From an optimization exercise on the open Yosys and OpenROAD flow, aimed at small area, a short achievable clock period and few clock cycles per item; shortcuts taken in it are not production practice. Only simulation tests tie the RTL to the original design; equivalence was not proved.

**flow/flow/run.sh**
```bash
#!/bin/bash
# The standard layout (its SDC, config and settings) with two changes:
# the timing repair steps aim at 7.8 ns of setup slack instead of config.mk's
# margin, and the port buffers are buf_1 cells.
set -euo pipefail
bash standard.sh SETUP_SLACK_MARGIN=7.8 "BUFFER_PORTS_ARGS=-buffer_cell sky130_fd_sc_hd__buf_1" finish > standard.log 2>&1
```
**flow/standard.sh**
```bash
#!/bin/bash
# synth_recipe.tcl (not shown) runs the flow's synth.tcl, then flattens the netlist and writes it again
# the make line also repeats each setting of config.mk as NAME=value (left out here)
make -C /OpenROAD-flow-scripts/flow DESIGN_CONFIG=/design/flow/config.mk WORK_HOME=/design/flow/orfs CLKGATE_MAP_FILE= SYNTH_SCRIPT=/design/flow/synth_recipe.tcl "${@:-finish}"
```
**flow/config.mk**
```make
export PLATFORM = sky130hd
export DESIGN_NAME = mmm
export DESIGN_NICKNAME = mmm
export VERILOG_FILES = /design/flow/design.v
export SDC_FILE = /design/flow/constraint.sdc
export NUM_CORES = 4
export LEC_CHECK = 0
export CAP_MARGIN = 20
export CORE_MARGIN = 2
export CORE_UTILIZATION = 45
export SETUP_SLACK_MARGIN = 5
export SLEW_MARGIN = 20
export SYNTH_HIERARCHICAL = 1
```
**flow/constraint.sdc**
```tcl
create_clock -name core_clock -period 12.0 [get_ports {clk}]
set_input_delay 2.4000 -clock core_clock [delete_from_list [all_inputs] [get_ports {clk}]]
set_output_delay 2.4000 -clock core_clock [all_outputs]
set_load 0.01 [all_outputs]
```
**flow/design.v**
```verilog
module mmm_control #(
   parameter integer STEPS = 65,
   parameter integer F = 4
) (
   input wire clk,
   input wire rn,
   input wire start,
   output wire iter,
   output wire fin,
   output wire sel,
   output wire [2:0] fcnt,
   output wire ready
);
localparam integer CNT_SIZE = $clog2(STEPS);
reg [CNT_SIZE-1:0] cnt;
reg i_iter;
reg i_fin;
reg i_sel;
reg i_ready;
wire done_iter = i_iter & (cnt == (STEPS-1));
wire done_fin = i_fin & (cnt[2:0] == F);
always @(posedge clk, negedge rn) begin
   if (!rn) cnt <= 0;
   else if (start | done_iter) cnt <= 0;
   else cnt <= cnt + 1;
end
assign fcnt = cnt[2:0];
always @(posedge clk, negedge rn) begin
   if (!rn) begin
      i_iter <= 1'b0;
      i_fin <= 1'b0;
      i_sel <= 1'b0;
      i_ready <= 1'b0;
   end else begin
      i_iter <= start | (i_iter & ~done_iter);
      i_fin <= ~start & (done_iter | (i_fin & ~done_fin));
      i_sel <= ~start & done_fin;
      i_ready <= ~start & i_sel;
   end
end
assign iter = i_iter;
assign fin = i_fin;
assign sel = i_sel;
assign ready = i_ready;
endmodule
module mmm_iteration #(
   parameter integer N = 32
) (
   input wire [3:0] a,
   input wire first,
   input wire [N-1:0] b,
   input wire [N-1:0] n,
   input wire [3:1] nq,
   input wire [N+4:0] s_ps,
   input wire [N+4:0] c_ps,
   input wire ca_ps,
   output wire [N+4:0] s_ns,
   output wire [N+4:0] c_ns,
   output wire ca_ns
);
localparam integer TW = N + 10;
localparam integer QC = 4;                    
localparam integer QW = (N + 1 + QC - 1) / QC;
wire [N:0] q0v;
wire [N:0] q1v;
wire e0_ng;
wire e1_ng;
genvar i;
generate
   for (i = 0; i < QC; i = i + 1) begin : g_q
      localparam integer LO = i * QW;
      localparam integer HI = (LO + QW > N + 1) ? N : LO + QW - 1;
      wire [5:0] d;
      mmm_qsel u_q (
         .s(s_ps[3:0]),
         .c(c_ps[3:0]),
         .ci(ca_ps),
         .n(nq),
         .d(d)
      );
      wire [N+1:0] nx = {1'b0, n, 1'b0};
      genvar j;
      for (j = LO; j <= HI; j = j + 1) begin : g_b
         if (j == 0) begin : g_lsb
            assign q0v[j] = d[0];
            assign q1v[j] = d[3];
         end else begin : g_bit
            assign q0v[j] = ((d[0] & nx[j+1]) | (d[1] & nx[j])) ^ d[2];
            assign q1v[j] = ((d[3] & nx[j+1]) | (d[4] & nx[j])) ^ d[5];
         end
      end
      if (i == 0) begin : g_ng
         assign e0_ng = d[2];
         assign e1_ng = d[5];
      end
   end
endgenerate
wire [TW-1:0] r0 = {{(TW-N-5){1'b0}}, s_ps};
wire [TW-1:0] r1 = {{(TW-N-5){1'b0}}, c_ps};
wire [TW-1:0] p0 = {{(TW-N-4){1'b0}}, b & {N{a[0]}}, 4'd0};
wire [TW-1:0] p1 = {{(TW-N-5){1'b0}}, b & {N{a[1]}}, 4'd0, ca_ps};
wire [TW-1:0] p2 = {{(TW-N-6){1'b0}}, b & {N{a[2]}}, 6'd0};
wire [TW-1:0] p3 = {{(TW-N-7){1'b0}}, b & {N{a[3]}}, 7'd0};
wire [TW-1:0] q0 = {{(TW-N-2){1'b0}}, ~e0_ng & ~first, q0v};
wire [TW-1:0] q1 = {{(TW-N-4){1'b0}}, ~e1_ng & ~first, q1v, 2'd0};
wire [TW-1:0] s1, c1, s2, c2, s3, c3, s4, c4, s5, c5, s6, c6;
mmm_csa #(.W(TW)) u_l1a (.x(r0), .y(r1), .z(p0), .s(s1), .c(c1));
mmm_csa #(.W(TW)) u_l1b (.x(p1), .y(p2), .z(p3), .s(s2), .c(c2));
mmm_csa #(.W(TW)) u_l2 (.x(s1), .y(c1), .z(s2), .s(s3), .c(c3));
mmm_csa #(.W(TW)) u_l3 (.x(s3), .y(c3), .z(c2), .s(s4), .c(c4));
mmm_csa #(.W(TW)) u_l4 (.x(s4), .y(c4), .z(q0), .s(s5), .c(c5));
mmm_csa #(.W(TW)) u_l5 (.x(s5), .y(c5), .z(q1), .s(s6), .c(c6));
assign ca_ns = |{s6[3:0], c6[3:0]};
assign s_ns = s6[N+8:4];
assign c_ns = c6[N+8:4];
endmodule
module mmm_qsel (
   input wire [3:0] s,
   input wire [3:0] c,
   input wire ci,
   input wire [3:1] n,
   output reg [5:0] d
);
wire [3:0] g = s & c;
wire [3:0] p = s ^ c;
wire [3:0] k;
assign k[0] = ci;
assign k[1] = g[0] | (p[0] & ci);
assign k[2] = g[1] | (p[1] & g[0]) | (p[1] & p[0] & ci);
assign k[3] = g[2] | (p[2] & g[1]) | (p[2] & p[1] & g[0]) | (p[2] & p[1] & p[0] & ci);
wire [3:0] v = p ^ k;
always @(*) begin
   case ({n, v})
      7'd0: d = 6'b000000;
      7'd1: d = 6'b000101;
      7'd2: d = 6'b101010;
      7'd3: d = 6'b101001;
      7'd4: d = 6'b101000;
      7'd5: d = 6'b101101;
      7'd6: d = 6'b010010;
      7'd7: d = 6'b010001;
      7'd8: d = 6'b010000;
      7'd9: d = 6'b010101;
      7'd10: d = 6'b001010;
      7'd11: d = 6'b001001;
      7'd12: d = 6'b001000;
      7'd13: d = 6'b001101;
      7'd14: d = 6'b000010;
      7'd15: d = 6'b000001;
      7'd16: d = 6'b000000;
      7'd17: d = 6'b001001;
      7'd18: d = 6'b010010;
      7'd19: d = 6'b000101;
      7'd20: d = 6'b001000;
      7'd21: d = 6'b010001;
      7'd22: d = 6'b101010;
      7'd23: d = 6'b001101;
      7'd24: d = 6'b010000;
      7'd25: d = 6'b101001;
      7'd26: d = 6'b000010;
      7'd27: d = 6'b010101;
      7'd28: d = 6'b101000;
      7'd29: d = 6'b000001;
      7'd30: d = 6'b001010;
      7'd31: d = 6'b101101;
      7'd32: d = 6'b000000;
      7'd33: d = 6'b001101;
      7'd34: d = 6'b001010;
      7'd35: d = 6'b010001;
      7'd36: d = 6'b101000;
      7'd37: d = 6'b000101;
      7'd38: d = 6'b000010;
      7'd39: d = 6'b001001;
      7'd40: d = 6'b010000;
      7'd41: d = 6'b101101;
      7'd42: d = 6'b101010;
      7'd43: d = 6'b000001;
      7'd44: d = 6'b001000;
      7'd45: d = 6'b010101;
      7'd46: d = 6'b010010;
      7'd47: d = 6'b101001;
      7'd48: d = 6'b000000;
      7'd49: d = 6'b010001;
      7'd50: d = 6'b000010;
      7'd51: d = 6'b101101;
      7'd52: d = 6'b001000;
      7'd53: d = 6'b101001;
      7'd54: d = 6'b001010;
      7'd55: d = 6'b000101;
      7'd56: d = 6'b010000;
      7'd57: d = 6'b000001;
      7'd58: d = 6'b010010;
      7'd59: d = 6'b001101;
      7'd60: d = 6'b101000;
      7'd61: d = 6'b001001;
      7'd62: d = 6'b101010;
      7'd63: d = 6'b010101;
      7'd64: d = 6'b000000;
      7'd65: d = 6'b010101;
      7'd66: d = 6'b101010;
      7'd67: d = 6'b001001;
      7'd68: d = 6'b101000;
      7'd69: d = 6'b001101;
      7'd70: d = 6'b010010;
      7'd71: d = 6'b000001;
      7'd72: d = 6'b010000;
      7'd73: d = 6'b000101;
      7'd74: d = 6'b001010;
      7'd75: d = 6'b101001;
      7'd76: d = 6'b001000;
      7'd77: d = 6'b101101;
      7'd78: d = 6'b000010;
      7'd79: d = 6'b010001;
      7'd80: d = 6'b000000;
      7'd81: d = 6'b101001;
      7'd82: d = 6'b010010;
      7'd83: d = 6'b010101;
      7'd84: d = 6'b001000;
      7'd85: d = 6'b000001;
      7'd86: d = 6'b101010;
      7'd87: d = 6'b101101;
      7'd88: d = 6'b010000;
      7'd89: d = 6'b001001;
      7'd90: d = 6'b000010;
      7'd91: d = 6'b000101;
      7'd92: d = 6'b101000;
      7'd93: d = 6'b010001;
      7'd94: d = 6'b001010;
      7'd95: d = 6'b001101;
      7'd96: d = 6'b000000;
      7'd97: d = 6'b101101;
      7'd98: d = 6'b001010;
      7'd99: d = 6'b000001;
      7'd100: d = 6'b101000;
      7'd101: d = 6'b010101;
      7'd102: d = 6'b000010;
      7'd103: d = 6'b101001;
      7'd104: d = 6'b010000;
      7'd105: d = 6'b001101;
      7'd106: d = 6'b101010;
      7'd107: d = 6'b010001;
      7'd108: d = 6'b001000;
      7'd109: d = 6'b000101;
      7'd110: d = 6'b010010;
      7'd111: d = 6'b001001;
      7'd112: d = 6'b000000;
      7'd113: d = 6'b000001;
      7'd114: d = 6'b000010;
      7'd115: d = 6'b001101;
      7'd116: d = 6'b001000;
      7'd117: d = 6'b001001;
      7'd118: d = 6'b001010;
      7'd119: d = 6'b010101;
      7'd120: d = 6'b010000;
      7'd121: d = 6'b010001;
      7'd122: d = 6'b010010;
      7'd123: d = 6'b101101;
      7'd124: d = 6'b101000;
      7'd125: d = 6'b101001;
      7'd126: d = 6'b101010;
      7'd127: d = 6'b000101;      default: d = 6'd0;
   endcase
end
endmodule
module mmm_csa #(
   parameter integer W = 8
) (
   input wire [W-1:0] x,
   input wire [W-1:0] y,
   input wire [W-1:0] z,
   output wire [W-1:0] s,
   output wire [W-1:0] c
);
assign s = x ^ y ^ z;
assign c = {((x[W-2:0] & y[W-2:0]) | (x[W-2:0] & z[W-2:0]) | (y[W-2:0] & z[W-2:0])), 1'b0};
endmodule
module mmm #(
   parameter integer N = 256
) (
   input wire clk,
   input wire rn,
   input wire start,
   input wire [N-1:0] a,
   input wire [N-1:0] b,
   input wire [N-1:0] n,
   output wire ready,
   output wire [N-1:0] y
);
localparam integer K = 4;                     
localparam integer F = 4;                     
localparam integer W = 66;                    
localparam integer SW = W * F;                
localparam integer PW = N + 5;                
localparam [SW-1:0] NEG_CB = 264'hff5555555555555555555555555555555555555555555555555555555555555556;
wire iter;
wire fin;
wire sel;
wire [2:0] fcnt;
reg [N-1:0] a_reg;
reg [K-1:0] ad_reg;    
reg [SW-1:0] b_reg;
reg [3:1] nq_reg;
reg [W-1:0] nc_reg;
reg [SW-1:0] s_reg;
reg [SW-1:0] c_reg;
reg first;     
reg yt_reg;    
reg ct_reg;    
reg c1_reg;    
reg c2_reg;    
wire [PW-1:0] s_ns;
wire [PW-1:0] c_ns;
wire ca_ns;
mmm_control #(
   .STEPS(N/K+1),
   .F(F)
) u_ctrl (
   .clk(clk),
   .rn(rn),
   .start(start),
   .iter(iter),
   .fin(fin),
   .sel(sel),
   .fcnt(fcnt),
   .ready(ready)
);
mmm_iteration #(
   .N(N)
) u_it (
   .a(ad_reg),
   .first(first),
   .b(b_reg[N-1:0]),
   .n(n),
   .nq(nq_reg),
   .s_ps(s_reg[PW-1:0]),
   .c_ps(c_reg[PW-1:0]),
   .ca_ps(yt_reg),
   .s_ns(s_ns),
   .c_ns(c_ns),
   .ca_ns(ca_ns)
);
wire [SW-1:0] n_ext = {{(SW-N){1'b0}}, n};
always @(posedge clk) begin
   nq_reg <= n[3:1];
   nc_reg <= n_ext[fcnt[1:0]*W +: W];
end
always @(posedge clk) first <= start;
wire t_on = fin & (fcnt != F);
reg kf_reg;
reg kl_reg;
always @(posedge clk) begin
   kf_reg <= ~fin;
   kl_reg <= fin & (fcnt == 3'd2);
end
wire [W-1:0] kc = {kl_reg, 1'b1, kl_reg, 1'b1, kl_reg, 1'b1, kl_reg, 1'b1, {28{2'b01}}, kf_reg, ~kf_reg};
wire [W-1:0] sc = s_reg[W-1:0];
wire [W-1:0] cc = c_reg[W-1:0];
wire [W-1:0] x0 = sc ^ cc ^ kc;
wire [W-1:0] y0 = (sc & cc) | (sc & kc) | (cc & kc);
wire [W-1:0] y0s = {y0[W-2:0], yt_reg};
wire [W+1:0] t_f = {1'b0, x0, 1'b1} + {1'b0, y0s, ct_reg};
wire [W-1:0] tp = s_reg[SW-1:SW-W];
wire [W+1:0] d1_f = {1'b0, tp, 1'b1} + {1'b0, ~nc_reg, c1_reg};
wire [W+1:0] d2_f = {1'b0, tp, 1'b1} + {1'b0, nc_reg, c2_reg};
wire [W:0] t_c = t_f[W+1:1];
wire [W:0] d1_c = d1_f[W+1:1];
wire [W:0] d2_c = d2_f[W+1:1];
always @(posedge clk) begin
   if (fin) begin
      yt_reg <= y0[W-1];
      ct_reg <= t_c[W];
      c1_reg <= (fcnt == 3'd0) | d1_c[W];
      c2_reg <= (fcnt != 3'd0) & d2_c[W];
   end else begin
      yt_reg <= iter & ca_ns;
      ct_reg <= 1'b0;
      c1_reg <= 1'b1;
      c2_reg <= 1'b0;
   end
end
wire [N-1:0] result = s_reg[SW-1] ? b_reg[N-1:0] : (c_reg[SW-1] ? s_reg[N-1:0] : c_reg[N-1:0]);
always @(posedge clk) begin
   if (start) a_reg <= a;
   else if (sel) a_reg <= result;
   else a_reg <= a_reg >> K;
end
always @(posedge clk) begin
   if (start) ad_reg <= a[K-1:0];
   else ad_reg <= a_reg[2*K-1:K];
end
always @(posedge clk) begin
   if (start) b_reg <= {{(SW-N){1'b0}}, b};
   else if (fin) b_reg <= {d2_c[W-1:0], b_reg[SW-1:W]};
end
wire [SW-1:0] s_alt = t_on ? {t_c[W-1:0], s_reg[SW-1:W]} : (fin ? s_reg : {SW{1'b0}});
wire [SW-1:0] c_alt = fin ? {d1_c[W-1:0], c_reg[SW-1:W]} : {SW{1'b0}};
always @(posedge clk) begin
   s_reg <= iter ? {{(SW-PW){1'b0}}, s_ns} : s_alt;
   c_reg <= iter ? {{(SW-PW){1'b0}}, c_ns} : c_alt;
end
assign y = a_reg;
endmodule
```
==> reports/results.tsv, run 1 <==
metric	value	unit
Max Transition Viols Final	0	
CTS tree	built	
Buf+Inv Stages, Crit Path	8	
outcome	complete, no violations	
startpoint types	flop	
setup TNS	0	ns
endpoint class of the critical path	flop	
Final Cycle Share	0.384	
Synth Cell Area	0.116	mm²
reg2reg path depth	20	
GR Overflow Total	0	
Crit path depth	20	
Worst-Skew Late Latency	0.87	ns
Max stage delay cell, worst path	fa_1	
routed vias/inst	6.39	
Slew @ Worst Pin	1.32	ns
row count	186	
IO Count	1028	
CP Data Required Time	12.56	ns
endpoints failing hold	0	
Die Width	512	µm
worst-path cell chain	buf_6, buf_4, buf_6, inv_4, fa_1, buf_4, inv_2, ha_4, a211o_1, a211o_1, a21oi_4, o21ai_1, buf_4, buf_4, nand2_1, o31a_1, o21ai_2, a31oi_1, xor2_1, o21ai_1	
Fillers	22700	
Clock Tree Buf Depth	3	
Core ar.	0.257	mm²
WL per Instance	36.6	µm
final wirelength	575	mm
DRC viols	0	
Crit path top cell by count	buf_4	
critical path peak fanout	6	
initial antenna violation count	100	
detailed-route via count	100000	
GP Congestion	0.984	
Die H	512	µm
Post-CTS Hold Buffers	0	
fmax	217	MHz
Hold Path Cell Cnt	1	
worst hold path type	flop to flop	
Initial DRC Count	12800	
RSZ-0062 raised after global routing	yes	
number of global-route vias before repair	102000	
Final Critical Period	4.61	ns
Placed Instance Area	0.122	mm²
Final HPWL DP	388	mm
P&R area growth vs syn	19.4	%
layout cells sized above 1	0.170	
final instance area	0.139	mm²
number of I/O port buffers	1027	
most frequent cells in the layout	1,407 x fa_1, 1,234 x nand2_1, 1,032 x and2_1	
Syn Inst Count	11100	
clock sinks	1139	
Post-Syn Area per Cell	10.4	µm²
clock-pin slew on the worst setup and hold paths	0.06	ns
Slowest Stage Delay on Critical Path	0.55	ns
max-capacitance violation count	0	
relative slew slack	0.113	
TritonCTS buffer count	153	
Initial DRT Pass Iterations	8	
Initial Util	0.453	
largest net degree at the start of global routing	166	
Setup Skew	0.0582	ns
Arr. time, crit path	5.17	ns
first-pass GRT wire length	787	mm
Die Area	0.262	mm²
commonest non-fill, non-tap cell in the layout	fa_1	
Setup CP Type	flop to flop	
post-route ant nets	0	
Setup violations, final	0	
kind of cell adding the most delay to the critical path	compound AO/OA/AOI/OAI gates	
final net count	14800	
CTS H-tree depth	4	
Worst Slack Setup Final	7.39	ns
clock tree root driver cell	clkbuf_16	
GRT Util Overall	0.426	
pre-CTS WS	5.15	ns
YS warnings	9	
==> final timing paths <==
path	end	slack, ns	start
setup reg to reg	s_reg[228]$_DFFE_PP_	7.39	s_reg[0]$_DFFE_PP_
hold / removal	c_reg[195]$_DFF_P_	0.46	c_reg[261]$_SDFF_PP0_
hold reg to reg	c_reg[195]$_DFF_P_	0.46	c_reg[261]$_SDFF_PP0_
setup / recovery	s_reg[228]$_DFFE_PP_	7.39	s_reg[0]$_DFFE_PP_
max in group asynchronous	u_ctrl.i_fin$_DFF_PN0_	9.87	rn
min in group asynchronous	u_ctrl.cnt[6]$_DFF_PN0_	1.58	rn
==> metrics by stage <==
stage	hold slack, ns	instances	util
floorplan	0.420	11200	-
global placement	0.438	14900	0.475
detailed placement	0.436	14900	0.475
CTS	0.460	15600	0.530
global route	0.467	15700	0.540
finish	0.461	15700	0.540
==> worst reg2reg max path: stages, from the launching register on <==
cell and delay [ns]:
edfxtp_1 0.37, buf_6 0.15, buf_4 0.12, buf_6 0.09, inv_4 0.03, fa_1 0.55, buf_4 0.11, inv_2 0.03
ha_4 0.20, a211o_1 0.34, a211o_1 0.33, a21oi_4 0.22, o21ai_1 0.10, buf_4 0.17, buf_4 0.15, nand2_1 0.08
o31a_1 0.30, o21ai_2 0.21, a31oi_1 0.25, xor2_1 0.45, o21ai_1 0.11
==> layer usage <==
metal	GRT usage	vias up	routed length, µm
met5	0	-	327
met4	0.278	52	46300
met3	0.127	1578	67900
met2	0.630	7039	247000
met1	0.541	51200	214000
li1	-	40400	-
==> area by class of cell <==
class	instances	area [µm²]	area share
Sequential cell	1139	28100	0.203
Tap cell	3384	4230	0.0305
Clock inverter	91	1030	0.00745
Inverter	335	1350	0.00972
Multi-Input combinational cell	8920	88100	0.635
Clock buffer	196	4190	0.0302
Timing Repair Buffer	1549	11500	0.0831
Antenna cell	80	200	0.00144
Timing Repair inverter	4	35.0	0.000253
==> what timing repair did <==
action	CTS	global route
gates resized for setup	864	571
pin swaps	449	263
endpoints found under the setup margin	776	764
cloned	84	7
buffers inserted	250	54
Testbench counts, summed over its fixed seeds: cycles 18,456, items 256.
==> run 2: changes to the inputs <==
--- a/flow/design.v
+++ b/flow/design.v
@@ -379,5 +379,6 @@
    end
 end
-wire [N-1:0] result = s_reg[SW-1] ? b_reg[N-1:0] : (c_reg[SW-1] ? s_reg[N-1:0] : c_reg[N-1:0]);
+wire [SW-1:0] t_fin = {s_reg[SW-W-1:0], s_reg[SW-1:SW-W]};
+wire [N-1:0] result = t_fin[SW-1] ? b_reg[N-1:0] : (c_reg[SW-1] ? t_fin[N-1:0] : c_reg[N-1:0]);
 always @(posedge clk) begin
    if (start) a_reg <= a;
@@ -393,5 +394,5 @@
    else if (fin) b_reg <= {d2_c[W-1:0], b_reg[SW-1:W]};
 end
-wire [SW-1:0] s_alt = t_on ? {t_c[W-1:0], s_reg[SW-1:W]} : (fin ? s_reg : {SW{1'b0}});
+wire [SW-1:0] s_alt = fin ? {(t_on ? t_c[W-1:0] : s_reg[W-1:0]), s_reg[SW-1:W]} : {SW{1'b0}};
 wire [SW-1:0] c_alt = fin ? {d1_c[W-1:0], c_reg[SW-1:W]} : {SW{1'b0}};
 always @(posedge clk) begin
==> reports/results.tsv, run 2 <==
metric	value	unit	change
CTS H-tree depth	4		unchanged
met3 wire length	60.4	mm	was 67.9 mm
Final HPWL DP	384	mm	was 388 mm
reg2reg start	s_reg[0]$_DFF_P_		was s_reg[0]$_DFFE_PP_
Syn Inst Count	11600		was 11,100
IO Count	1028		unchanged
Arr. time, crit path	5.14	ns	was 5.17 ns
routed wl met2	237	mm	was 247 mm
clock sinks	1139		unchanged
Clock Tree Buf Depth	3		unchanged
Setup violations, final	0		unchanged
Post-CTS Hold Buffers	0		unchanged
critical path peak fanout	44		was 6
clock-pin slew on the worst setup and hold paths	0.07	ns	was 0.06 ns
CP Data Required Time	12.71	ns	was 12.56 ns
number of I/O port buffers	1027		unchanged
max-capacitance violation count	0		unchanged
post-route ant nets	0		unchanged
post-layout util	0.529		was 0.540
kind of cell adding the most delay to the critical path	adder cells		was compound AO/OA/AOI/OAI gates
Worst Slack Setup Final	7.57	ns	was 7.39 ns
GRT Util Overall	0.401		was 0.426
clock tree root driver cell	clkbuf_16		unchanged
routed vias/inst	6.24		was 6.39
layout cells sized above 1	0.139		was 0.170
Max Transition Viols Final	0		unchanged
met1 wire length	209	mm	was 214 mm
number of global-route vias before repair	100000		was 102,000
startpoint types	flop		unchanged
Synth Cell Area	0.115	mm²	was 0.116 mm²
HP Start	c_reg[262]$_SDFF_PP0_		was c_reg[261]$_SDFF_PP0_
relative slew slack	0.120		was 0.113
Die H	509	µm	was 512 µm
YS warnings	9		unchanged
fmax	226	MHz	was 217 MHz
Initial Util	0.452		was 0.453
Initial DRC Count	12300		was 12,800
Die Area	0.259	mm²	was 0.262 mm²
commonest non-fill, non-tap cell in the layout	nand2_1		was fa_1
GR Overflow Total	0		unchanged
outcome	complete, no violations		unchanged
Setup Skew	0.0548	ns	was 0.0582 ns
Initial DRT Pass Iterations	8		unchanged
Final Cycle Share	0.369		was 0.384
Setup CP Type	flop to flop		unchanged
RSZ-0062 raised after global routing	yes		unchanged
final net count	15100		was 14,800
placed instance count	15300		was 14,900
largest net degree at the start of global routing	204		was 166
initial antenna violation count	90		was 100
final wirelength	546	mm	was 575 mm
Die Width	509	µm	was 512 µm
TritonCTS buffer count	150		was 153
Worst-Skew Late Latency	0.86	ns	was 0.87 ns
GP Congestion	1.01		was 0.984
worst hold path type	flop to flop		unchanged
Critical Path Source	s_reg[0]$_DFF_P_		was s_reg[0]$_DFFE_PP_
P&R area growth vs syn	17.2	%	was 19.4%
WL per Instance	34.0	µm	was 36.6 µm
register area	0.0255	mm²	was 0.0281 mm²
Core ar.	0.254	mm²	was 0.257 mm²
top routing layer used	met5		unchanged
setup TNS	0	ns	unchanged
endpoints failing hold	0		unchanged
most frequent cells in the layout	1,627 x nand2_1, 1,526 x fa_1, 1,037 x and2_1		was 1,407 x fa_1, 1,234 x nand2_1, 1,032 x and2_1
Max stage delay cell, worst path	fa_2		was fa_1
Crit path top cell by count	a22oi_2		was buf_4
Final Critical Period	4.43	ns	was 4.61 ns
Final Non-Filler Cells	16000		was 15,700
Slowest Stage Delay on Critical Path	0.59	ns	was 0.55 ns
DRC viols	0		unchanged
endpoint class of the critical path	flop		unchanged
Slew @ Worst Pin	1.31	ns	was 1.32 ns
Fillers	23200		was 22,700
Post-Syn Area per Cell	9.89	µm²	was 10.4 µm²
row count	185		was 186
worst-path cell chain	buf_6, inv_2, fa_2, buf_12, inv_16, buf_16, ha_4, buf_4, o211ai_1, o21ai_0, mux2i_4, clkbuf_8, a22oi_2, xnor2_2, fa_1, a22oi_2, o311a_1, nand2_1		was buf_6, buf_4, buf_6, inv_4, fa_1, buf_4, inv_2, ha_4, a211o_1, a211o_1, a21oi_4, o21ai_1, buf_4, buf_4, nand2_1, o31a_1, o21ai_2, a31oi_1, xor2_1, o21ai_1
pre-CTS WS	4.92	ns	was 5.15 ns
area taken by multi-input logic gates	0.0881	mm²	about the same
detailed-route via count	100000		about the same
Buf+Inv Stages, Crit Path	7		was 8
first-pass GRT wire length	741	mm	was 787 mm
CTS tree	built		unchanged
-- run 2: worst paths after layout --
| check | to | slack [ns] | cells past startpoint |
|---|---|---|---|
| min | c_reg[196]$_DFF_P_ | 0.46 | 1 |
| max in group asynchronous | u_ctrl.cnt[0]$_DFF_PN0_ | 9.46 | 1 |
| min reg2reg | c_reg[196]$_DFF_P_ | 0.46 | 1 |
| max | s_reg[234]$_DFF_P_ | 7.57 | 18 |
| min in group asynchronous | u_ctrl.i_ready$_DFF_PN0_ | 1.74 | 1 |
| max reg2reg | s_reg[234]$_DFF_P_ | 7.57 | 18 |
-- run 2: metrics by stage --
| stage | hold WS, ns | area, µm² |
|---|---|---|
| finish | 0.463 | 134000 |
| global placement | 0.434 | 120000 |
| CTS | 0.471 | 130000 |
| detailed placement | 0.456 | 120000 |
| floorplan | 0.420 | 115000 |
| global route | 0.480 | 134000 |
-- run 2: layer usage --
metal	track usage	vias to the layer above
met5	0	-
met4	0.230	54
met3	0.101	1398
met2	0.602	6645
met1	0.525	50800
li1	-	41200
-- run 2: area by class of cell --
cell class	instances	share of cell area
Timing Repair inverter	4	0.000261
Timing Repair Buffer	1450	0.0729
Antenna cell	114	0.00212
Tap cell	3366	0.0314
Clock inverter	60	0.00467
Clock buffer	217	0.0323
Sequential cell	1139	0.190
Multi-Input combinational cell	9359	0.656
Inverter	336	0.0101
-- run 2: what timing repair did --
action / 4_1_cts / 5_1_grt
setup buffers: 173 / 68
endpoints found under the hold margin: 0 / 0
pin swaps: 167 / 362
resized for setup: 516 / 625
cloned: 41 / 25
setup endpoints to repair: 857 / 670
Testbench counts of run 2, summed over its fixed seeds: cycles 18,456, items 256.
==> run 3: changes to the inputs <==
--- a/flow/design.v
+++ b/flow/design.v
@@ -8,5 +8,5 @@
    output wire iter,
    output wire fin,
-   output wire sel,
+   output wire last,
    output wire [2:0] fcnt,
    output wire ready
@@ -16,5 +16,4 @@
 reg i_iter;
 reg i_fin;
-reg i_sel;
 reg i_ready;
 wire done_iter = i_iter & (cnt == (STEPS-1));
@@ -30,16 +29,14 @@
       i_iter <= 1'b0;
       i_fin <= 1'b0;
-      i_sel <= 1'b0;
       i_ready <= 1'b0;
    end else begin
       i_iter <= start | (i_iter & ~done_iter);
       i_fin <= ~start & (done_iter | (i_fin & ~done_fin));
-      i_sel <= ~start & done_fin;
-      i_ready <= ~start & i_sel;
+      i_ready <= ~start & done_fin;
    end
 end
 assign iter = i_iter;
 assign fin = i_fin;
-assign sel = i_sel;
+assign last = done_fin;
 assign ready = i_ready;
 endmodule
@@ -259,5 +256,6 @@
       7'd125: d = 6'b101001;
       7'd126: d = 6'b101010;
-      7'd127: d = 6'b000101;      default: d = 6'd0;
+      7'd127: d = 6'b000101;
+      default: d = 6'd0;
    endcase
 end
@@ -295,5 +293,5 @@
 wire iter;
 wire fin;
-wire sel;
+wire last;
 wire [2:0] fcnt;
 reg [N-1:0] a_reg;
@@ -321,5 +319,5 @@
    .iter(iter),
    .fin(fin),
-   .sel(sel),
+   .last(last),
    .fcnt(fcnt),
    .ready(ready)
@@ -379,9 +377,10 @@
    end
 end
-wire [SW-1:0] t_fin = {s_reg[SW-W-1:0], s_reg[SW-1:SW-W]};
-wire [N-1:0] result = t_fin[SW-1] ? b_reg[N-1:0] : (c_reg[SW-1] ? t_fin[N-1:0] : c_reg[N-1:0]);
+wire [SW-1:0] d1_fin = {d1_c[W-1:0], c_reg[SW-1:W]};
+wire [SW-1:0] d2_fin = {d2_c[W-1:0], b_reg[SW-1:W]};
+wire [N-1:0] result = s_reg[SW-1] ? d2_fin[N-1:0] : (d1_fin[SW-1] ? s_reg[N-1:0] : d1_fin[N-1:0]);
 always @(posedge clk) begin
    if (start) a_reg <= a;
-   else if (sel) a_reg <= result;
+   else if (last) a_reg <= result;
    else a_reg <= a_reg >> K;
 end
@@ -394,5 +393,5 @@
    else if (fin) b_reg <= {d2_c[W-1:0], b_reg[SW-1:W]};
 end
-wire [SW-1:0] s_alt = fin ? {(t_on ? t_c[W-1:0] : s_reg[W-1:0]), s_reg[SW-1:W]} : {SW{1'b0}};
+wire [SW-1:0] s_alt = t_on ? {t_c[W-1:0], s_reg[SW-1:W]} : {SW{1'b0}};
 wire [SW-1:0] c_alt = fin ? {d1_c[W-1:0], c_reg[SW-1:W]} : {SW{1'b0}};
 always @(posedge clk) begin
==> reports/results.tsv, run 3 <==
metric	value	unit	change
fmax	225	MHz	was 226 MHz
GRT Util Overall	0.415		was 0.401
CP Data Required Time	12.74	ns	was 12.71 ns
Worst-Skew Late Latency	0.88	ns	was 0.86 ns
Setup CP Type	flop to flop		unchanged
GR Overflow Total	0		unchanged
endpoints failing hold	0		unchanged
Max stage delay cell, worst path	o311ai_0		was fa_2
Slowest Stage Delay on Critical Path	0.56	ns	was 0.59 ns
Die H	502	µm	was 509 µm
clock tree root driver cell	clkbuf_16		unchanged
Initial DRT Pass Iterations	6		was 8
Clock Tree Buf Depth	3		unchanged
Final Critical Period	4.45	ns	was 4.43 ns
Initial DRC Count	13200		was 12,300
Die Area	0.252	mm²	was 0.259 mm²
P&R area growth vs syn	18.6	%	was 17.2%
Initial Util	0.453		was 0.452
YS warnings	9		unchanged
layout cells sized above 1	0.164		was 0.139
CTS H-tree depth	4		unchanged
startpoint types	flop		unchanged
final wirelength	558	mm	was 546 mm
Final HPWL DP	379	mm	was 384 mm
Syn Inst Count	10600		was 11,600
clock-pin slew on the worst setup and hold paths	0.06	ns	was 0.07 ns
Setup violations, final	0		unchanged
detailed-route via count	97600		was 100,000
Synth Cell Area	0.111	mm²	was 0.115 mm²
TritonCTS buffer count	153		was 150
Slew @ Worst Pin	1.38	ns	was 1.31 ns
first-pass GRT wire length	741	mm	about the same
final net count	14200		was 15,100
WL per Instance	37.2	µm	was 34.0 µm
Post-Syn Area per Cell	10.5	µm²	was 9.89 µm²
endpoint class of the critical path	flop		unchanged
initial antenna violation count	84		was 90
number of global-route vias before repair	98500		was 100,000
Crit path top cell by count	nor2_4		was a22oi_2
commonest non-fill, non-tap cell in the layout	fa_1		was nand2_1
Final Cycle Share	0.371		was 0.369
routed vias/inst	6.51		was 6.24
IO Count	1028		unchanged
CTS tree	built		unchanged
critical path peak fanout	32		was 44
Arr. time, crit path	5.19	ns	was 5.14 ns
Setup Skew	0.0386	ns	was 0.0548 ns
number of I/O port buffers	1027		unchanged
outcome	complete, no violations		unchanged
row count	182		was 185
clock sinks	1138		was 1,139
setup TNS	0	ns	unchanged
Max Transition Viols Final	0		unchanged
relative slew slack	0.0826		was 0.120
GP Congestion	0.993		was 1.01
DRC viols	0		unchanged
worst-path cell chain	ha_2, o21ai_1, nor2_4, nor2_4, buf_4, ha_1, nor3b_1, o311ai_0, o31ai_4, buf_12, buf_16, xnor2_1, fa_2, a22o_1		was buf_6, inv_2, fa_2, buf_12, inv_16, buf_16, ha_4, buf_4, o211ai_1, o21ai_0, mux2i_4, clkbuf_8, a22oi_2, xnor2_2, fa_1, a22oi_2, o311a_1, nand2_1
most frequent cells in the layout	1,507 x fa_1, 1,040 x and2_1, 1,025 x buf_1		was 1,627 x nand2_1, 1,526 x fa_1, 1,037 x and2_1
Die Width	502	µm	was 509 µm
worst hold path type	flop to flop		unchanged
largest net degree at the start of global routing	187		was 204
max-capacitance violation count	0		unchanged
RSZ-0062 raised after global routing	yes		unchanged
Core ar.	0.246	mm²	was 0.254 mm²
post-layout util	0.537		was 0.529
post-route ant nets	0		unchanged
[run 3: worst max-delay path, delay by kind of cell, from the launching register on]
family	cells	cell delay, ns
flip-flops	1	0.53
XOR/XNOR	1	0.33
adder cells (fa/ha/maj)	3	1.14
buffers and inverters	3	0.51
AND/OR/NAND/NOR	3	0.49
AO/OA/AOI/OAI	4	1.17
[run 3: area by class of cell]
class | count | area, µm²
timing repair buffer | 1469 | 10300
antenna | 59 | 148
clock inverter | 76 | 733
timing repair inverter | 3 | 33.8
multi-input combinational | 8415 | 85700
fill | 21900 | 114000
clock buffer | 211 | 4250
sequential | 1138 | 25500
tap | 3312 | 4140
inverter | 324 | 1310
[run 3: what timing repair did]
| item | CTS | global route |
|---|---|---|
| gates resized for setup | 603 | 634 |
| endpoints found under the setup margin | 1090 | 784 |
| hold buffers | 0 | 0 |
| setup buffers | 161 | 88 |
| cloned | 35 | 42 |
| pin swaps | 142 | 246 |
[run 3: final timing paths]
check	cells past startpoint	end	slack, ns	startpoint
worst min register to register	2	ad_reg[1]$_DFF_P_	0.49	a_reg[5]$_DFF_P_
worst min-delay path	2	ad_reg[1]$_DFF_P_	0.49	a_reg[5]$_DFF_P_
worst max register to register	14	s_reg[223]$_DFF_P_	7.55	s_reg[2]$_DFF_P_
worst max-delay path	14	s_reg[223]$_DFF_P_	7.55	s_reg[2]$_DFF_P_
max in group asynchronous	1	u_ctrl.i_fin$_DFF_PN0_	9.82	rn
min in group asynchronous	1	u_ctrl.cnt[5]$_DFF_PN0_	1.59	rn
[run 3: per-stage QoR]
| step | cells | cell area [µm²] | hold WS (ns) | setup WS, ns |
|---|---|---|---|---|
| 2_1_floorplan | 10600 | 112000 | 0.445 | 7.73 |
| 3_3_place_gp | 14300 | 117000 | 0.474 | 5.65 |
| 3_5_place_dp | 14300 | 117000 | 0.478 | 5.65 |
| 4_1_cts | 14800 | 127000 | 0.477 | 7.70 |
| 5_1_grt | 15000 | 132000 | 0.494 | 7.49 |
| 6_report | 15000 | 132000 | 0.487 | 7.55 |
[run 3: layer usage]
metal / track usage / routed length (µm) / share of wire / vias up
li1: - / - / - / 38900
met1: 0.523 / 204000 / 0.36 / 49900
met2: 0.625 / 242000 / 0.43 / 7115
met3: 0.116 / 65200 / 0.12 / 1651
met4: 0.272 / 46900 / 0.084 / 56
met5: 0 / 387 / 0.00069 / -
Testbench counts of run 3, summed over its fixed seeds: cycles 18,200, items 256.
==> run 4: changes to the inputs <==
--- a/flow/config.mk
+++ b/flow/config.mk
@@ -8,5 +8,6 @@
 export CAP_MARGIN = 20
 export CORE_MARGIN = 2
-export CORE_UTILIZATION = 45
+export CORE_UTILIZATION = 55
+export PLACE_DENSITY = 0.78
 export SETUP_SLACK_MARGIN = 5
 export SLEW_MARGIN = 20
==> reports/results.tsv, run 4 <==
metric	value	unit	change
Post-Syn Area per Cell	10.5	µm²	unchanged
critical path peak fanout	5		was 32
reg2reg path depth	17		was 14
Fillers	15500		was 21,900
most frequent cells in the layout	1,564 x fa_1, 1,041 x and2_1, 1,023 x buf_1		was 1,507 x fa_1, 1,040 x and2_1, 1,025 x buf_1
Final Critical Period	4.48	ns	was 4.45 ns
placed instance count	13700		was 14,300
Final Cycle Share	0.373		was 0.371
Setup Skew	0.0545	ns	was 0.0386 ns
CTS tree	built		unchanged
clock sinks	1138		unchanged
setup TNS	0	ns	unchanged
number of I/O port buffers	1027		unchanged
Initial Util	0.552		was 0.453
Setup violations, final	0		unchanged
IO Count	1028		unchanged
WL per Instance	36.7	µm	was 37.2 µm
post-route ant nets	0		unchanged
RSZ-0062 raised after global routing	yes		unchanged
layout cells sized above 1	0.159		was 0.164
Initial DRC Count	15200		was 13,200
worst r2r dst	ct_reg$_SDFF_PN0_		was s_reg[223]$_DFF_P_
Synth Cell Area	0.111	mm²	unchanged
Slowest Stage Delay on Critical Path	0.56	ns	about the same
Die H	454	µm	was 502 µm
largest net degree at the start of global routing	194		was 187
relative slew slack	0.220		was 0.0826
Setup crit end	ct_reg$_SDFF_PN0_		was s_reg[223]$_DFF_P_
Initial DRT Pass Iterations	7		was 6
pre-CTS WS	5.21	ns	was 5.65 ns
Post-CTS Hold Buffers	0		unchanged
max-capacitance violation count	0		unchanged
first-pass GRT wire length	706	mm	was 741 mm
row count	165		was 182
detailed-route via count	100000		was 97,600
Final Non-Filler Cells	14300		was 15,000
number of global-route vias before repair	99300		was 98,500
Setup CP Type	flop to flop		unchanged
routed vias/inst	7.01		was 6.51
Max Transition Viols Final	0		unchanged
final net count	14200		about the same
worst-path cell chain	inv_1, fa_1, inv_1, ha_4, a211oi_4, o21bai_4, a32o_2, o211ai_1, a211oi_1, buf_4, o2111ai_4, a21oi_4, o31ai_2, buf_4, o31a_1, o221ai_2, o211a_1		was ha_2, o21ai_1, nor2_4, nor2_4, buf_4, ha_1, nor3b_1, o311ai_0, o31ai_4, buf_12, buf_16, xnor2_1, fa_2, a22o_1
P&R area growth vs syn	17.5	%	was 18.6%
YS warnings	9		unchanged
TritonCTS buffer count	142		was 153
Worst-Skew Late Latency	0.87	ns	was 0.88 ns
final wirelength	526	mm	was 558 mm
Die Area	0.206	mm²	was 0.252 mm²
endpoint class of the critical path	flop		unchanged
worst hold path type	flop to flop		unchanged
endpoints failing hold	0		unchanged
worst hold slack	0.489	ns	was 0.487 ns
CTS H-tree depth	4		unchanged
fmax	223	MHz	was 225 MHz
initial antenna violation count	77		was 84
GRT Util Overall	0.479		was 0.415
Syn Inst Count	10600		unchanged
reg2reg start	c_reg[0]$_DFF_P_		was s_reg[2]$_DFF_P_
post-layout util	0.649		was 0.537
DRC viols	0		unchanged
Clock Tree Buf Depth	3		unchanged
Critical Path Source	c_reg[0]$_DFF_P_		was s_reg[2]$_DFF_P_
reg2reg setup slack	7.52	ns	was 7.55 ns
Slew @ Worst Pin	1.17	ns	was 1.38 ns
startpoint types	flop		unchanged
clock tree root driver cell	clkbuf_16		unchanged
Worst Slack Setup Final	7.52	ns	was 7.55 ns
Arr. time, crit path	5.23	ns	was 5.19 ns
Placed Instance Area	0.116	mm²	was 0.117 mm²
Final HPWL DP	361	mm	was 379 mm
Max stage delay cell, worst path	fa_1		was o311ai_0
commonest non-fill, non-tap cell in the layout	fa_1		unchanged
final instance area	0.131	mm²	was 0.132 mm²
GP Congestion	1.05		was 0.993
CP Data Required Time	12.75	ns	was 12.74 ns
clock-pin slew on the worst setup and hold paths	0.07	ns	was 0.06 ns
GR Overflow Total	0		unchanged
Core ar.	0.202	mm²	was 0.246 mm²
Die Width	454	µm	was 502 µm
outcome	complete, no violations		unchanged
## run 4: cell types whose count changed in the layout (fill, tap and decap cells not counted), moves of 20 or more
cell / previous run / this run
fa_2: 96 / 39
fa_1: 1507 / 1564
a22oi_2: 223 / 245
o21ai_1: 328 / 306
o21ai_0: 307 / 327
a22oi_1: 335 / 313
## run 4: area by class of cell
type / instances / area [µm²] / share of cell area
multi-input combinational: 8416 / 85600 / 0.654
sequential: 1138 / 25500 / 0.195
timing repair buffer: 1456 / 9930 / 0.0759
clock buffer: 198 / 4080 / 0.0312
tap: 2672 / 3340 / 0.0255
inverter: 324 / 1340 / 0.0102
clock inverter: 64 / 893 / 0.00683
antenna: 54 / 135 / 0.00103
timing repair inverter: 3 / 26.3 / 0.000201
## run 4: worst max-delay path: cells and delay by family, from the launching register on
family                   cells  cell delay (ns)
AO/OA/AOI/OAI               11             2.54
adder cells (fa/ha/maj)      2             0.85
buffers and inverters        4             0.61
flip-flops                   1             0.38
## run 4: how the worst min path moves through the flow
stage          depth (start not counted)  slack (ns)                  to                   from
2_1_floorplan                          2        0.44  c_reg[195]$_DFF_P_  c_reg[261]$_SDFF_PP0_
3_3_place_gp                           2        0.46  c_reg[197]$_DFF_P_  c_reg[263]$_SDFF_PP0_
3_5_place_dp                           2        0.47  c_reg[197]$_DFF_P_  c_reg[263]$_SDFF_PP0_
4_1_cts                                2        0.49  c_reg[197]$_DFF_P_  c_reg[263]$_SDFF_PP0_
5_1_grt                                2        0.53   c_reg[31]$_DFF_P_      c_reg[97]$_DFF_P_
6_report                               2        0.49  c_reg[197]$_DFF_P_  c_reg[263]$_SDFF_PP0_
## run 4: timing repair
| action | in CTS | in global routing |
|---|---|---|
| pin swaps | 159 | 300 |
| buffers inserted | 151 | 102 |
| setup endpoints to repair | 1124 | 775 |
| resized for setup | 576 | 634 |
| gates cloned | 35 | 32 |
## run 4: routing by layer
metal | routed length (µm) | global-route usage | up-vias
met5 | 770 | 0.00630 | -
met4 | 54900 | 0.376 | 56
met3 | 74500 | 0.173 | 2455
met2 | 220000 | 0.699 | 9168
met1 | 176000 | 0.573 | 50000
li1 | - | - | 38800

[what the ideal ports hide]
The flow's constraints put no driver on any port. The routed layouts listed below were extracted and timed again, unchanged, in two steps.
Step 1: set_driving_cell puts a clkbuf_16 on clk and a buf_2 on each other input, an assumption about the parent block.
Step 2 moves the port delays by t, midway between the first and last clock arrival at a register: inputs arrive t later, outputs are due t later. That takes back most of the time a late clock gives input paths.
Three values: ideal, step 1, step 2; two values: the first two.
run | shift t [ns] | slack for setup (ns) | hold slack, ns
run 1 | 0.934 | 7.392 / 7.392 / 7.027 | 0.461 / 0.461 / 0.461
run 2 | 0.940 | 7.568 / 7.568 / 6.905 | 0.463 / 0.463 / 0.463
run 3 | 0.964 | 7.548 / 7.548 / 6.848 | 0.487 / 0.487 / 0.487
run 4 | 0.936 | 7.518 / 7.518 / 6.850 | 0.489 / 0.489 / 0.489
After both steps every run listed still meets setup and hold. For run 3, which loses most, drivers alone change the setup slack by 0.000 ns; drivers and shift together by -0.700 ns.
